What follows belongs to an exercise in optimizing a design on an open flow for small area, a short achievable clock period and few clock cycles per item; a production flow would make more cautious choices. Only simulation tests tie the RTL to the original design; equivalence was not proved. Power and IR drop assume default switching activity.

--- design/flow/design.v ---
`timescale 1ns / 1ps
`default_nettype none
`timescale 1ns / 1ps
`default_nettype none
module lc4_wdecode(input  wire [15:0] insn,
                   output wire        regfile_we,
                   output wire [2:0]  wsel,
                   output wire        nzp_we,
                   output wire        is_load,
                   output wire        is_store);
   wire [3:0] op = insn[15:12];
   wire       to_r7 = (op == 4'b0100) | (op == 4'b1111);      
   assign regfile_we = (op == 4'b0001) | (op == 4'b0101) | (op == 4'b0110) | (op == 4'b1001) |
                       (op == 4'b1010) | (op == 4'b1101) | to_r7;
   assign wsel   = to_r7 ? 3'd7 : insn[11:9];
   assign nzp_we = regfile_we | (op == 4'b0010);
   assign is_load  = (op == 4'b0110);
   assign is_store = (op == 4'b0111);
endmodule
module lc4_rdecode(input  wire [15:0] insn,
                   output wire [2:0]  r1sel,
                   output wire        r1re,
                   output wire [2:0]  r2sel,
                   output wire        r2re);
   wire [3:0] op = insn[15:12];
   wire is_arith = (op == 4'b0001);
   wire is_cmp   = (op == 4'b0010);
   wire is_jsrr  = (op == 4'b0100) & ~insn[11];
   wire is_logic = (op == 4'b0101);
   wire is_ldr   = (op == 4'b0110);
   wire is_str   = (op == 4'b0111);
   wire is_rti   = (op == 4'b1000);
   wire is_shift = (op == 4'b1010);
   wire is_jmpr  = (op == 4'b1100) & ~insn[11];
   wire is_hic   = (op == 4'b1101);
   assign r1sel = (is_cmp | is_hic) ? insn[11:9] : is_rti ? 3'd7 : insn[8:6];
   assign r2sel = is_str ? insn[11:9] : insn[2:0];
   assign r1re  = is_arith | is_cmp | is_jsrr | is_logic | is_ldr | is_str | is_rti |
                  is_shift | is_jmpr | is_hic;
   assign r2re  = (is_arith & ~insn[5]) | (is_cmp & ~insn[8]) | (is_logic & ~insn[5]) |
                  is_str | (is_shift & (insn[5:4] == 2'b11));
endmodule
`timescale 1ns / 1ps
`default_nettype none
module lc4_div_steps #(parameter K = 4)
   (input  wire [15:0]  r_in,
    input  wire [K-1:0] a_bits,
    input  wire [15:0]  b,
    output wire [15:0]  r_out,
    output wire [K-1:0] q_bits);
   wire [15:0] r [0:K];
   assign r[0] = r_in;
   genvar j;
   generate
      for (j = 0; j < K; j = j + 1) begin : step
         wire [16:0] sh = {r[j], a_bits[K-1-j]};
         wire [17:0] df = {1'b0, sh} - {2'b00, b};
         assign q_bits[K-1-j] = ~df[17];
         assign r[j+1] = df[17] ? sh[15:0] : df[15:0];
      end
   endgenerate
   assign r_out = r[K];
endmodule
`timescale 1ns / 1ps
`default_nettype none
module lc4_alu(input  wire [15:0] i_insn,
               input  wire [15:0] i_pc1,       
               input  wire [15:0] i_a,         
               input  wire [15:0] i_b,         
               output reg  [15:0] o_result);
   wire [3:0] op  = i_insn[15:12];
   wire [2:0] sub = i_insn[5:3];
   wire is_cmp   = (op == 4'b0010);
   wire cmp_sgn  = ~i_insn[7];
   wire [15:0] cmp_imm = {{9{i_insn[6] & cmp_sgn}}, i_insn[6:0]};
   wire [15:0] cmp_b   = i_insn[8] ? cmp_imm : i_b;
   wire do_sub = is_cmp | ((op == 4'b0001) & (sub == 3'b010));
   reg  [15:0] addb;
   always @(*) begin
      if (is_cmp)                   addb = cmp_b;
      else if (op == 4'b0001)       addb = i_insn[5] ? {{11{i_insn[4]}}, i_insn[4:0]} : i_b;
      else                          addb = {{10{i_insn[5]}}, i_insn[5:0]};
   end
   wire ea = is_cmp & cmp_sgn & i_a[15];
   wire eb = is_cmp & cmp_sgn & addb[15];
   wire [16:0] bx  = {eb, addb} ^ {17{do_sub}};
   wire [16:0] sum = {ea, i_a} + bx + {16'd0, do_sub};
   wire lt = sum[16];
   wire eq = (i_a == cmp_b);
   wire [15:0] cmp_res = lt ? 16'hFFFF : {15'd0, ~eq};
   wire left = (i_insn[5:4] == 2'b00);
   wire [15:0] a_rev, s_rev;
   genvar g;
   generate
      for (g = 0; g < 16; g = g + 1) begin : rev
         assign a_rev[g] = i_a[15-g];
      end
   endgenerate
   wire [15:0] s_in  = left ? a_rev : i_a;
   wire        fill  = (i_insn[5:4] == 2'b01) & i_a[15];
   wire [31:0] s_ext = {{16{fill}}, s_in} >> i_insn[3:0];
   wire [15:0] s_out = s_ext[15:0];
   generate
      for (g = 0; g < 16; g = g + 1) begin : rev2
         assign s_rev[g] = s_out[15-g];
      end
   endgenerate
   wire [15:0] shf = left ? s_rev : s_out;
   always @(*) begin
      case (op)
         4'b0001: o_result = (sub == 3'b001) ? i_a * i_b : sum[15:0];
         4'b0010: o_result = cmp_res;
         4'b0101: o_result = i_insn[5] ? (i_a & {{11{i_insn[4]}}, i_insn[4:0]}) :
                             (sub[1:0] == 2'b00) ? (i_a & i_b) :
                             (sub[1:0] == 2'b01) ? ~i_a :
                             (sub[1:0] == 2'b10) ? (i_a | i_b) : (i_a ^ i_b);
         4'b0110, 4'b0111: o_result = sum[15:0];
         4'b1001: o_result = {{7{i_insn[8]}}, i_insn[8:0]};
         4'b1010: o_result = shf;
         4'b1101: o_result = {i_insn[7:0], i_a[7:0]};
         default: o_result = i_pc1;         
      endcase
   end
endmodule
`timescale 1ns / 1ps
`default_nettype none
module lc4_regfile(input  wire        clk,
                   input  wire        gwe,
                   input  wire        rst,
                   input  wire [2:0]  i_rs,
                   output wire [15:0] o_rs_data,
                   input  wire [2:0]  i_rt,
                   output wire [15:0] o_rt_data,
                   input  wire [2:0]  i_rd,
                   input  wire [15:0] i_wdata,
                   input  wire        i_rd_we);
   reg [15:0] r [0:7];
   integer i;
   always @(posedge clk) begin
      if (gwe) begin
         for (i = 0; i < 8; i = i + 1) begin
            if (rst) r[i] <= 16'h0000;
            else if (i_rd_we && i_rd == i) r[i] <= i_wdata;
         end
      end
   end
   assign o_rs_data = r[i_rs];
   assign o_rt_data = r[i_rt];
endmodule
`timescale 1ns / 1ps
`default_nettype none
module lc4_processor
(input  wire        clk,
 input  wire        rst,
 input  wire        gwe,
 output wire [15:0] o_cur_pc,
 input  wire [15:0] i_cur_insn,
 output wire [15:0] o_dmem_addr,
 input  wire [15:0] i_cur_dmem_data,
 output wire        o_dmem_we,
 output wire [15:0] o_dmem_towrite,
 output wire [1:0]  test_stall,
 output wire [15:0] test_cur_pc,
 output wire [15:0] test_cur_insn,
 output wire        test_regfile_we,
 output wire [2:0]  test_regfile_wsel,
 output wire [15:0] test_regfile_data,
 output wire        test_nzp_we,
 output wire [2:0]  test_nzp_new_bits,
 output wire        test_dmem_we,
 output wire [15:0] test_dmem_addr,
 output wire [15:0] test_dmem_data,
 input  wire [7:0]  switch_data,
 output wire [15:0] seven_segment_data,
 output wire [7:0]  led_data);
   reg  [15:0] pc_f;
   reg         x_v;
   reg  [15:0] x_ir;
   reg  [2:0]  x_r1sel, x_r2sel;
   reg         x_r1re, x_r2re;
   reg         hit_a, hit_b;           
   reg         m_v;
   reg  [15:0] m_ir, m_pc, m_res, m_sd;
   reg         m_late;                 
   reg         m_dfast;                
   reg  [1:0]  m_alo, m_qhi;
   reg         w_v;
   reg  [15:0] w_ir, w_pc, w_data, w_addr;
   reg  [2:0]  nzp;
   reg  [3:0]  d_cnt;
   wire [2:0] f_r1sel, f_r2sel;
   wire       f_r1re, f_r2re;
   lc4_rdecode fdec (.insn(i_cur_insn), .r1sel(f_r1sel), .r1re(f_r1re),
                     .r2sel(f_r2sel), .r2re(f_r2re));
   wire [3:0] op = x_ir[15:12];
   wire is_br    = (op == 4'b0000);
   wire is_jsr   = (op == 4'b0100) &  x_ir[11];
   wire is_jsrr  = (op == 4'b0100) & ~x_ir[11];
   wire is_ldr   = (op == 4'b0110);
   wire is_rti   = (op == 4'b1000);
   wire is_jmpr  = (op == 4'b1100) & ~x_ir[11];
   wire is_jmp   = (op == 4'b1100) &  x_ir[11];
   wire is_trap  = (op == 4'b1111);
   wire is_div   = (op == 4'b0001) & (x_ir[5:3] == 3'b011);
   wire is_mod   = (op == 4'b1010) & (x_ir[5:4] == 2'b11);
   wire is_dm    = is_div | is_mod;
   wire is_ctl   = is_jsr | is_jsrr | is_rti | is_jmpr | is_jmp | is_trap;
   wire x_we, x_nzp_we, x_ld, x_st;
   wire [2:0] x_wsel;
   lc4_wdecode xdec (.insn(x_ir), .regfile_we(x_we), .wsel(x_wsel), .nzp_we(x_nzp_we),
                     .is_load(x_ld), .is_store(x_st));
   wire        m_we, m_nzp_we, m_ld, m_st;
   wire [2:0]  m_wsel;
   lc4_wdecode mdec (.insn(m_ir), .regfile_we(m_we), .wsel(m_wsel), .nzp_we(m_nzp_we),
                     .is_load(m_ld), .is_store(m_st));
   wire [15:0] mdv_r;
   wire [1:0]  mdv_q;
   lc4_div_steps #(2) mdv (.r_in(m_res), .a_bits(m_alo), .b(m_sd), .r_out(mdv_r), .q_bits(mdv_q));
   wire [15:0] m_div = (m_sd == 16'd0) ? 16'd0 :
                       (m_ir[15:12] == 4'b0001) ? {12'd0, m_qhi, mdv_q} : mdv_r;
   wire [15:0] m_alu = m_dfast ? m_div : m_res;
   wire [15:0] m_val = m_ld ? i_cur_dmem_data : m_alu;
   wire        wb_en = m_v & m_we;
   wire [15:0] rf_a, rf_b;
   lc4_regfile rf (.clk(clk), .gwe(gwe), .rst(rst),
                   .i_rs(x_r1sel), .o_rs_data(rf_a), .i_rt(x_r2sel), .o_rt_data(rf_b),
                   .i_rd(m_wsel), .i_wdata(m_val), .i_rd_we(wb_en));
   wire [15:0] opa = hit_a ? m_res : rf_a;
   wire [15:0] opb = hit_b ? m_res : rf_b;
   wire ld_stall = m_late & ((x_r1re & hit_a) | (x_r2re & hit_b) | is_br);
   wire first  = (d_cnt == 4'd0);
   wire last   = (d_cnt == 4'd8);
   wire b_zero = (opb == 16'd0);
   wire fast   = (opa[15:4] < opb) | b_zero;
   reg  [1:0] abits;
   always @(*) begin
      case (d_cnt[2:0])
         3'd1:    abits = opa[15:14];
         3'd2:    abits = opa[13:12];
         3'd3:    abits = opa[11:10];
         3'd4:    abits = opa[9:8];
         3'd5:    abits = opa[7:6];
         3'd6:    abits = opa[5:4];
         3'd7:    abits = opa[3:2];
         default: abits = first ? opa[3:2] : opa[1:0];
      endcase
   end
   wire [15:0] xdv_r;
   wire [1:0]  xdv_q;
   lc4_div_steps #(2) xdv (.r_in(first ? {4'd0, opa[15:4]} : m_res), .a_bits(abits), .b(opb),
                           .r_out(xdv_r), .q_bits(xdv_q));
   wire dm_done  = first ? fast : last;
   wire dm_stall = is_dm & ~dm_done;
   wire [15:0] pc1 = pc_f;
   wire [15:0] alu_res;
   lc4_alu alu (.i_insn(x_ir), .i_pc1(pc1), .i_a(opa), .i_b(opb), .o_result(alu_res));
   wire [15:0] x_res = ~is_dm ? alu_res :
                       first  ? xdv_r :
                       is_div ? {m_sd[13:0], xdv_q} : xdv_r;
   wire [2:0] cur_nzp = (m_v & m_nzp_we) ? {m_res[15], m_res == 16'd0, ~m_res[15] & (m_res != 16'd0)} : nzp;
   wire br_taken = |(x_ir[11:9] & cur_nzp);
   wire [15:0] rel = is_br ? {{7{x_ir[8]}}, x_ir[8:0]} : {{5{x_ir[10]}}, x_ir[10:0]};
   wire [15:0] rel_tgt = pc1 + rel;
   wire [15:0] x_pc = pc_f - 16'd1;
   reg  [15:0] target;
   always @(*) begin
      if (is_br | is_jmp)  target = rel_tgt;
      else if (is_jsr)     target = {x_pc[15], x_ir[10:0], 4'b0000};
      else if (is_trap)    target = {8'h80, x_ir[7:0]};
      else                 target = opa;                    
   end
   wire x_stall  = x_v & (ld_stall | dm_stall);
   wire x_go     = x_v & ~ld_stall & ~dm_stall;            
   wire redirect = x_go & (is_ctl | (is_br & br_taken));
   wire x_dm_run = x_v & is_dm & ~ld_stall;                 
   always @(posedge clk) begin
      if (gwe) begin
         if (rst) begin
            pc_f  <= 16'h8200;
            x_v   <= 1'b0;
            m_v   <= 1'b0;
            w_v   <= 1'b0;
            nzp   <= 3'b000;
            d_cnt <= 4'd0;
            hit_a <= 1'b0;
            hit_b <= 1'b0;
         end else begin
            if (redirect) begin
               pc_f <= target;
               x_v  <= 1'b0;
            end else if (!x_stall) begin
               pc_f <= pc_f + 16'd1;
               x_v  <= 1'b1;
            end
            if (x_dm_run)
               d_cnt <= dm_done ? 4'd0 : d_cnt + 4'd1;
            hit_a <= x_go & x_we & (x_wsel == f_r1sel);
            hit_b <= x_go & x_we & (x_wsel == f_r2sel);
            m_v <= x_go;
            w_v <= m_v;
            if (m_v & m_nzp_we) nzp <= {m_val[15], m_val == 16'd0, ~m_val[15] & (m_val != 16'd0)};
         end
         if (!x_stall) begin
            x_ir    <= i_cur_insn;
            x_r1sel <= f_r1sel;
            x_r2sel <= f_r2sel;
            x_r1re  <= f_r1re;
            x_r2re  <= f_r2re;
         end
         m_ir    <= x_ir;
         m_pc    <= x_pc;
         m_dfast <= x_go & is_dm & first;
         m_late  <= x_go & (x_ld | (is_dm & first));
         m_alo   <= opa[1:0];
         m_qhi   <= xdv_q;
         if (x_dm_run & ~first & ~dm_done) begin           
            m_res <= xdv_r;
            m_sd  <= {m_sd[13:0], xdv_q};
         end else if (x_dm_run & ~dm_done) begin  
            m_res <= 16'd0;
            m_sd  <= 16'd0;
         end else begin
            m_res <= x_res;
            m_sd  <= opb;
         end
         w_ir   <= m_ir;
         w_pc   <= m_pc;
         w_data <= m_st ? m_sd : m_val;
         w_addr <= (m_ld | m_st) ? m_res : 16'd0;
      end
   end
   assign o_cur_pc       = pc_f;
   assign o_dmem_addr    = m_res;
   assign o_dmem_we      = m_v & m_st;
   assign o_dmem_towrite = m_sd;
   wire w_we, w_nzp_we, w_ld, w_st;
   wire [2:0] w_wsel;
   lc4_wdecode wdec (.insn(w_ir), .regfile_we(w_we), .wsel(w_wsel), .nzp_we(w_nzp_we),
                     .is_load(w_ld), .is_store(w_st));
   assign test_stall        = w_v ? 2'd0 : 2'd2;
   assign test_cur_pc       = w_pc;
   assign test_cur_insn     = w_ir;
   assign test_regfile_we   = w_we;
   assign test_regfile_wsel = w_wsel;
   assign test_regfile_data = w_data;
   assign test_nzp_we       = w_nzp_we;
   assign test_nzp_new_bits = {w_data[15], w_data == 16'd0, ~w_data[15] & (w_data != 16'd0)};
   assign test_dmem_we      = w_st;
   assign test_dmem_addr    = w_addr;
   assign test_dmem_data    = (w_ld | w_st) ? w_data : 16'd0;
   assign seven_segment_data = 16'h0000;
   assign led_data = 8'h00;
endmodule
--- design/flow/config.mk ---
export PLATFORM = sky130hd
export DESIGN_NAME = lc4_processor
export DESIGN_NICKNAME = lc4_processor
export VERILOG_FILES = /design/flow/design.v
export SDC_FILE = /design/flow/constraint.sdc
export NUM_CORES = 4
export LEC_CHECK = 0
export CAP_MARGIN = 20
export CORE_MARGIN = 2
export CORE_UTILIZATION = 40
export SLEW_MARGIN = 20
--- design/flow/constraint.sdc ---
create_clock -name core_clock -period 38.0 [get_ports {clk}]
set_input_delay 7.6000 -clock core_clock [delete_from_list [all_inputs] [get_ports {clk}]]
set_output_delay 7.6000 -clock core_clock [all_outputs]
set_load 0.01 [all_outputs]
--- design/flow/run.sh ---
#!/bin/bash
# synth_recipe.tcl (not shown) runs the flow's synth.tcl, then flattens the netlist and writes it again
# the make line also repeats each setting of config.mk as NAME=value (left out here)
make -C /OpenROAD-flow-scripts/flow DESIGN_CONFIG=/design/flow/config.mk WORK_HOME=/design/flow/orfs CLKGATE_MAP_FILE= SYNTH_SCRIPT=/design/flow/synth_recipe.tcl finish
==> results_tabular.tex <==
\begin{tabular}{lr}
\hline
Metric & Value \\
\hline
\multicolumn{2}{l}{\textbf{Outcome}} \\
\quad Status & timing/DRC/antenna clean \\
\multicolumn{2}{l}{\textbf{Clocking}} \\
\quad Clock input transition at the sequential cells of the worst setup and hold paths & 0.06 ns \\
\quad Buffer count from post-CTS setup fixing & 0 \\
\quad \# H-tree levels & 2 \\
\quad Number of gates given a new drive strength after cts & 0 \\
\quad Inserted Clock Buffers & 36 \\
\quad CTS tree & done \\
\quad Clk Latency, worst-skew pair & 0.57 ns \\
\quad Maximum number of buffers from clock root to sink & 3 \\
\quad Root Buffer Master & sky130\_fd\_sc\_hd\_\_clkbuf\_16 \\
\quad Clock sink total & 314 \\
\quad Quantity of hold-fixing buffers added after cts & 0 \\
\multicolumn{2}{l}{\textbf{Timing}} \\
\quad Setup slack after layout & 27.32 ns \\
\quad Final sum of negative setup slack & 0 ns \\
\quad Post-layout minimum cycle time & 10.68 ns \\
\quad Period utilisation layout & 0.281 \\
\quad Slew of the pin with the lowest slew margin & 1.18 ns \\
\quad Hold violation count in the final report & 0 \\
\quad Setup skew after layout & 0.0284 ns \\
\quad Setup repair after global routing missed its margin & false \\
\quad Max transition margin & 0.192 \\
\quad Maximum clock rate & 93.6 MHz \\
\quad Final setup fails & 0 \\
\quad Final-report max-slew violation count & 0 \\
\multicolumn{2}{l}{\textbf{Synth}} \\
\quad Flops \& latches, synth & 314 \\
\quad Synth async-reset ratio & 0 \\
\quad Top post-synthesis cells by count & sky130\_fd\_sc\_hd\_\_edfxtp\_1, sky130\_fd\_sc\_hd\_\_nor2\_1, sky130\_fd\_sc\_hd\_\_nand2\_1 \\
\quad Area of the mapped netlist & 0.0298 mm\^{}2 \\
\quad Area share of the leading cell type in the synthesized netlist & 0.316 \\
\quad Cell types with the largest area share after synthesis & sky130\_fd\_sc\_hd\_\_edfxtp\_1, sky130\_fd\_sc\_hd\_\_ha\_1, sky130\_fd\_sc\_hd\_\_fa\_1 \\
\quad Fraction of the yosys area taken by sequential cells & 0.316 \\
\quad Commonest register cell after synthesis & sky130\_fd\_sc\_hd\_\_edfxtp\_1 \\
\quad Yosys warning count & 5 \\
\quad Main combinational cell family by area after synthesis & compound AO/OA/AOI/OAI gates \\
\quad Synthesized-area fraction occupied by and/or/nand/nor cells & 0.162 \\
\quad Synth area leader & sky130\_fd\_sc\_hd\_\_edfxtp\_1 \\
\quad Share of cell area taken by muxes after synthesis & 0.0594 \\
\quad Xor/xnor cell area share of the yosys netlist & 0.0428 \\
\quad Post-Syn Area per Cell & 9.11 um\^{}2 \\
\quad Number of instances in the synthesized netlist & 3274 \\
\quad Adder and majority cell fraction of the synthesized area & 0.141 \\
\quad Post-synthesis cell type count & 114 \\
\quad Fraction of the mapped netlist area in compound gates & 0.210 \\
\quad Most frequent cell after synthesis & sky130\_fd\_sc\_hd\_\_edfxtp\_1 \\
\quad Number of enable-type register cells in the synthesized netlist & 314 \\
\multicolumn{2}{l}{\textbf{Route}} \\
\quad Count of routing violations after the opening detailed-route iteration & 3706 \\
\quad WL final & 119000 um \\
\quad Via density & 6.31 \\
\quad Detail-routed net length per standard cell & 27.1 um \\
\quad First-pass DRT Iterations & 12 \\
\quad Residual antenna-violating net count after detailed routing & 0 \\
\quad Via count & 27700 \\
\quad DRC Markers & 0 \\
\multicolumn{2}{l}{\textbf{Setup path}} \\
\quad Critical Path Sink Type & primary output \\
\quad Buf/Inv on CP & 1 \\
\quad Highest net fanout along the worst path & 12 \\
\quad CP max stage delay & 0.83 ns \\
\quad Crit path arrival time & 3.08 ns \\
\quad Category of cells accounting for the largest share of critical-path delay & simple AND/OR/NAND/NOR gates \\
\quad CP Data Required Time & 30.40 ns \\
\quad Sequence of cells on the critical path & nand2b\_1 -> nor2\_1 -> and3\_1 -> clkdlybuf4s50\_1 \\
\quad Start-to-end type of the worst setup path & reg2out \\
\quad Critical Path Slowest Stage Cell & sky130\_fd\_sc\_hd\_\_nor2\_1 \\
\quad Kind of launch point of the worst setup path & flop \\
\multicolumn{2}{l}{\textbf{Floorplan}} \\
\quad Die outline area & 0.0768 mm\^{}2 \\
\quad Die extent in y & 277 um \\
\quad Core Footprint & 0.0741 mm\^{}2 \\
\quad Io pins & 207 \\
\quad Starting density of the core & 0.403 \\
\quad Number of placement rows & 100 \\
\quad DIE WIDTH & 277 um \\
\multicolumn{2}{l}{\textbf{Cells and area}} \\
\quad Utilization after layout & 0.457 \\
\quad Sequential cell area & 0.00943 mm\^{}2 \\
\quad Nets & 3716 \\
\quad Proportion of layout cells with a drive suffix above 1 & 0.0888 \\
\quad Layout fillers & 7176 \\
\quad Combined area of the multi-input logic cells & 0.0185 mm\^{}2 \\
\quad Area growth syn-to-layout & 13.4\% \\
\multicolumn{2}{l}{\textbf{Placement}} \\
\quad Final RePlAce weighted congestion & 1.02 \\
\quad Post-place setup slack & 27.64 ns \\
\quad Count of input and output buffers & 173 \\
\quad HPWL Detailed & 85300 um \\
\multicolumn{2}{l}{\textbf{Pwr}} \\
\quad Total power divided by cell area & 101 mW/mm\^{}2 \\
\quad Leakage power figure & 13.3 nW \\
\quad Max VDD drop & 0.000178 V \\
\multicolumn{2}{l}{\textbf{Global route}} \\
\quad Pin count of the biggest net entering global routing & 68 \\
\quad Global-route wire length before repair & 173000 um \\
\quad Vias in the first global route & 25900 \\
\quad Number of antenna violations at the first check in global routing & 6 \\
\quad Total routing usage reported by global routing & 0.300 \\
\quad Global route total overflow & 0 \\
\multicolumn{2}{l}{\textbf{Flow run}} \\
\quad Max cap viols & 0 \\
\multicolumn{2}{l}{\textbf{Worst hold path}} \\
\quad Class of the most critical hold timing path & reg2reg \\
\hline
\end{tabular}
-- logic make-up after synthesis --
family          after synthesis
flops                       314
mux                         142
fa+ha+maj                   285
other cells                   1
xor+xnor                    141
buf+inv                     472
compound gates              915
simple gates               1004
-- final timing paths --
kind,startpoint,cells after the start,slack (ns),end
worst min-delay path,m_pc[15]$_DFFE_PP_,0,0.42,w_pc[15]$_DFFE_PP_
worst max-delay path,m_ir[15]$_DFFE_PP_,4,27.32,o_dmem_we
worst max register to register,x_r2sel[1]$_DFFE_PP_,25,28.22,m_res[15]$_DFFE_PP_
worst min register to register,m_pc[15]$_DFFE_PP_,0,0.42,w_pc[15]$_DFFE_PP_
-- cells in the final DEF, fill, tap and decap left out, types with 89 or more instances in the layout --
master                            count
sky130_fd_sc_hd__inv_1              240
sky130_fd_sc_hd__a21oi_1            203
sky130_fd_sc_hd__buf_4               93
sky130_fd_sc_hd__nor2_1             307
sky130_fd_sc_hd__nand2_1            259
sky130_fd_sc_hd__o21ai_0            190
sky130_fd_sc_hd__ha_1               199
sky130_fd_sc_hd__clkdlybuf4s50_1    171
sky130_fd_sc_hd__edfxtp_1           314
sky130_fd_sc_hd__xnor2_1             89
-- stage by stage --
step | power, W | cell area [um^2] | hold WS [ns] | std cells
2_1_floorplan | 0.00218 | 29900 | 0.400 | 3298
3_3_place_gp | 0.00298 | 32600 | 0.400 | 4319
3_5_place_dp | 0.00299 | 32600 | 0.405 | 4319
4_1_cts | 0.00338 | 33800 | 0.419 | 4382
5_1_grt | 0.00367 | 33800 | 0.426 | 4382
6_report | 0.00340 | 33800 | 0.418 | 4383
-- registers in the layout, summed over array words and instances (netlist names), 4 cells and up --
register,flops
d_cnt,4
m_ir,16
m_pc,16
m_res,16
m_sd,16
pc_f,16
rf.r,128
w_addr,16
w_data,16
w_ir,16
w_pc,16
x_ir,16
-- routing by layer --
layer / track usage / part of all wire
met5: 0 / 0.00035
met4: 0.161 / 0.061
met3: 0.0609 / 0.11
met2: 0.453 / 0.43
met1: 0.405 / 0.40
-- area by class of cell --
cell class / count / area share
Clock buffer: 39 / 0.0270
Inverter: 258 / 0.0287
Tap cell: 969 / 0.0358
Antenna cell: 1 / 0.0000740
Sequential cell: 314 / 0.279
Multi-Input combinational cell: 2512 / 0.548
Clock inverter: 24 / 0.00958
Timing Repair Buffer: 266 / 0.0717
-- power breakdown --
group / internal [W] / switching (W) / leakage (nW)
clock network: 0.000223 / 0.000151 / 0.598
registers: 0.000463 / 0.0000472 / 3.07
logic: 0.000997 / 0.00152 / 9.59
Testbench counts, summed over its fixed seeds: cycles 73,498, instructions 64,000.

-- afterwards: timing with drivers on the ports --
The flow's constraints put no driver on any port. The routed layout listed below was extracted and timed again, unchanged, in two steps. Step 1 (the two cells are an assumption about what drives the block):
set clk [get_ports {clk}]
set_driving_cell -lib_cell sky130_fd_sc_hd__clkbuf_16 $clk
set_driving_cell -lib_cell sky130_fd_sc_hd__buf_2 [delete_from_list [all_inputs] $clk]
Step 2, shift: input delay + t, output delay - t, t = (earliest + latest rising clock arrival at the registers) / 2. This alone moves slack from input paths to output paths. Three values: ideal ports, drivers, drivers and shift; two values: the first two.
shift t [ns]: 0.626
setup slack, ns: 27.318 / 27.251 / 27.509
hold slack, ns: 0.418 / 0.418 / 0.418
worst data-port slew with drivers (ns): 0.05
After both steps this run still meets setup and hold. For this run, drivers alone change the setup slack by -0.067 ns; drivers and shift together by +0.191 ns.
